Context: an optimization exercise on an open-source flow, tuned for small area, a short achievable clock period and few clock cycles per item. The choices shown serve that exercise and are no tape-out recipe.

==> flow/design.v <==
module SET (rst,clk,en,central,radius,mode,busy,valid,candidate);
    input   rst;
    input   clk;
    input   en;
    input   [23:0]central;
    input   [11:0]radius;
    input   [1:0]mode;
    output    busy;
    output    valid;
    output   [7:0]candidate;
    reg  [3:0] ph;
    reg        first;      
    reg        valid_r;
    reg [7:0] hit;        
    reg  [5:0] acc;        
    always @(posedge clk or posedge rst) begin
        if (rst) begin
            ph      <= 3'd0;
            valid_r <= 1'b0;
        end else begin
            if (en)
                ph <= 4'd1;
            else if (ph == 4'd8)
                ph <= 4'd0;
            else if (ph != 4'd0)
                ph <= ph + 4'd1;
            valid_r <= (ph == 4'd7);
        end
    end
    assign busy  = (ph != 4'd0);
    assign valid = valid_r;
    wire [11:0] pa = {central[23:16], radius[11:8]};
    wire [11:0] pb = (mode == 2'd0) ? pa : {central[15:8], radius[7:4]};
    wire [11:0] pc = (mode == 2'd3) ? {central[7:0], radius[3:0]} :
                     (mode == 2'd2) ? {4'd4, 4'd4, 4'd15} : {4'd15, 4'd15, 4'd0};
    function [79:0] prof;
        input [3:0] r;
        begin
            case (r)
                4'd0: prof = 80'h84210842108421084200;
                4'd1: prof = 80'h84210842108421084001;
                4'd2: prof = 80'h84210842108421080022;
                4'd3: prof = 80'h84210842108421000843;
                4'd4: prof = 80'h84210842108420010c64;
                4'd5: prof = 80'h84210842108400321085;
                4'd6: prof = 80'h842108421080064294a6;
                4'd7: prof = 80'h842108421000c85318c7;
                4'd8: prof = 80'h8421084200194c639ce8;
                4'd9: prof = 80'h8421084004298e842109;
                4'd10: prof = 80'h84210800863a1094a52a;
                4'd11: prof = 80'h84210010c74252a5294b;
                4'd12: prof = 80'h84200218e84a94b5ad6c;
                4'd13: prof = 80'h840053212a52d8c6318d;
                4'd14: prof = 80'h800a74254b631ad6b5ae;
                4'd15: prof = 80'h014e952d8c6b5ce739cf;
            endcase
        end
    endfunction
    function [3:0] absdiff;
        input [3:0] p, q;
        begin
            absdiff = (p > q) ? (p - q) : (q - p);
        end
    endfunction
    function [7:0] rowmask;
        input [11:0] p;
        input [79:0] pr;
        input [3:0] y;
        reg [4:0] w;
        reg [5:0] lo, hi;
        integer x;
        begin
            w  = pr[5 * absdiff(p[7:4], y) +: 5];
            lo = {2'b00, p[11:8]} - {2'b00, w[3:0]};    
            hi = {2'b00, p[11:8]} + {2'b00, w[3:0]};
            for (x = 1; x <= 8; x = x + 1)
                rowmask[x-1] = ~w[4] & (lo[5] | (lo[4:0] <= x)) & (hi >= x);
        end
    endfunction
    wire [79:0] pra = prof(pa[3:0]);
    wire [79:0] prb = prof(pb[3:0]);
    wire [79:0] prc = prof(pc[3:0]);
    wire [3:0] y0 = ph * 1 + 1;
    wire [7:0] a0 = rowmask(pa, pra, y0), b0 = rowmask(pb, prb, y0), c0 = rowmask(pc, prc, y0);
    wire [7:0] two = {(a0 & b0 & ~c0) | (a0 & ~b0 & c0) | (~a0 & b0 & c0)};
    always @(posedge clk) begin
        hit   <= two;
        first <= (ph == 4'd0);
    end
    reg [3:0] n;
    integer i;
    always @(*) begin
        n = 0;
        for (i = 0; i < 8; i = i + 1)
            n = n + hit[i];
    end
    wire [6:0] sum = n + (first ? 6'd0 : acc);
    always @(posedge clk)
        acc <= sum[5:0];
    assign candidate = {1'b0, sum};
endmodule
==> flow/config.mk <==
export PLATFORM = sky130hd
export DESIGN_NAME = SET
export DESIGN_NICKNAME = SET
export VERILOG_FILES = /design/flow/design.v
export SDC_FILE = /design/flow/constraint.sdc
export NUM_CORES = 4
export LEC_CHECK = 0
export CAP_MARGIN = 20
export CORE_MARGIN = 2
export CORE_UTILIZATION = 40
export SETUP_SLACK_MARGIN = 1
export SLEW_MARGIN = 20
==> flow/constraint.sdc <==
create_clock -name core_clock -period 8.0 [get_ports {clk}]
set_input_delay 1.6000 -clock core_clock [delete_from_list [all_inputs] [get_ports {clk}]]
set_output_delay 1.6000 -clock core_clock [all_outputs]
set_load 0.01 [all_outputs]
standard.sh (not shown) runs the stock make flow with config.mk's settings and CLKGATE_MAP_FILE= SYNTH_SCRIPT=/design/flow/synth_recipe.tcl, a recipe that flattens the netlist after the stock synthesis.
==> flow/flow/run.sh <==
#!/bin/bash
# The standard layout, with the port buffers made of plain buffers
# (sky130_fd_sc_hd__buf_4) instead of the default cell.
set -euo pipefail
export BUFFER_PORTS_ARGS="-buffer_cell sky130_fd_sc_hd__buf_4"
bash standard.sh > standard.log 2>&1
Edit:
--- a/flow/design.v
+++ b/flow/design.v
@@ -5,32 +5,32 @@
     input   [23:0]central;
     input   [11:0]radius;
     input   [1:0]mode;
     output    busy;
     output    valid;
     output   [7:0]candidate;
-    reg  [3:0] ph;
+    reg  [1:0] ph;
     reg        first;      
     reg        valid_r;
-    reg [7:0] hit;        
+    reg [31:0] hit;        
     reg  [5:0] acc;        
     always @(posedge clk or posedge rst) begin
         if (rst) begin
             ph      <= 3'd0;
             valid_r <= 1'b0;
         end else begin
             if (en)
-                ph <= 4'd1;
-            else if (ph == 4'd8)
-                ph <= 4'd0;
-            else if (ph != 4'd0)
-                ph <= ph + 4'd1;
-            valid_r <= (ph == 4'd7);
+                ph <= 2'd1;
+            else if (ph == 2'd2)
+                ph <= 2'd0;
+            else if (ph != 2'd0)
+                ph <= ph + 2'd1;
+            valid_r <= (ph == 2'd1);
         end
     end
-    assign busy  = (ph != 4'd0);
+    assign busy  = (ph != 2'd0);
     assign valid = valid_r;
     wire [11:0] pa = {central[23:16], radius[11:8]};
     wire [11:0] pb = (mode == 2'd0) ? pa : {central[15:8], radius[7:4]};
     wire [11:0] pc = (mode == 2'd3) ? {central[7:0], radius[3:0]} :
                      (mode == 2'd2) ? {4'd4, 4'd4, 4'd15} : {4'd15, 4'd15, 4'd0};
     function [79:0] prof;
@@ -77,24 +77,33 @@
                 rowmask[x-1] = ~w[4] & (lo[5] | (lo[4:0] <= x)) & (hi >= x);
         end
     endfunction
     wire [79:0] pra = prof(pa[3:0]);
     wire [79:0] prb = prof(pb[3:0]);
     wire [79:0] prc = prof(pc[3:0]);
-    wire [3:0] y0 = ph * 1 + 1;
+    wire [3:0] y0 = ph * 4 + 1;
     wire [7:0] a0 = rowmask(pa, pra, y0), b0 = rowmask(pb, prb, y0), c0 = rowmask(pc, prc, y0);
-    wire [7:0] two = {(a0 & b0 & ~c0) | (a0 & ~b0 & c0) | (~a0 & b0 & c0)};
+    wire [3:0] y1 = ph * 4 + 2;
+    wire [7:0] a1 = rowmask(pa, pra, y1), b1 = rowmask(pb, prb, y1), c1 = rowmask(pc, prc, y1);
+    wire [3:0] y2 = ph * 4 + 3;
+    wire [7:0] a2 = rowmask(pa, pra, y2), b2 = rowmask(pb, prb, y2), c2 = rowmask(pc, prc, y2);
+    wire [3:0] y3 = ph * 4 + 4;
+    wire [7:0] a3 = rowmask(pa, pra, y3), b3 = rowmask(pb, prb, y3), c3 = rowmask(pc, prc, y3);
+    wire [31:0] two = {(a3 & b3 & ~c3) | (a3 & ~b3 & c3) | (~a3 & b3 & c3),
+        (a2 & b2 & ~c2) | (a2 & ~b2 & c2) | (~a2 & b2 & c2),
+        (a1 & b1 & ~c1) | (a1 & ~b1 & c1) | (~a1 & b1 & c1),
+        (a0 & b0 & ~c0) | (a0 & ~b0 & c0) | (~a0 & b0 & c0)};
     always @(posedge clk) begin
         hit   <= two;
-        first <= (ph == 4'd0);
+        first <= (ph == 2'd0);
     end
-    reg [3:0] n;
+    reg [5:0] n;
     integer i;
     always @(*) begin
         n = 0;
-        for (i = 0; i < 8; i = i + 1)
+        for (i = 0; i < 32; i = i + 1)
             n = n + hit[i];
     end
     wire [6:0] sum = n + (first ? 6'd0 : acc);
     always @(posedge clk)
         acc <= sum[5:0];
     assign candidate = {1'b0, sum};
Register-to-register slack improved by 250 ps.
Global-route usage rises by 4.9 points.
Synthesized cell count rises to 2.8 times its value.
Cell area rises to 2.7 times its value.
Via count rises to 2.9 times its value.
Routed wire length rises to 3.4 times its value.
Die area rises to 2.7 times its value.
Worst setup slack got worse by 250 ps.
No run of this note included a check of the RTL's function; only the layout flow was run.

==> afterwards: timing with drivers on the ports <==
The results above use ideal ports. As a check the final layouts listed here were re-extracted and re-timed, cells and wires unchanged. Step 1 sets driving cells, clkbuf_16 on the clock port and buf_2 on the other inputs (assumed; they add their load-dependent delay and slew). Step 2 also shifts input and output timing later by t, the mid clock arrival at the registers, as if the neighbouring blocks saw the same clock. a / b / c = ideal / step 1 / step 2; a / b = the first two.
| run | t (ns) | setup WS [ns] | clock arrival spread, ns |
|---|---|---|---|
| the first run | 0.290 | 1.296 / 1.302 / 1.012 | 0.004 / 0.004 |
| the second run | 0.330 | 1.042 / 1.002 / 0.938 | 0.007 / 0.007 |
After both steps every run listed still meets setup and hold. The setup slack of the first run, which loses most, moves by +0.006 ns with the drivers and by -0.284 ns with both steps.
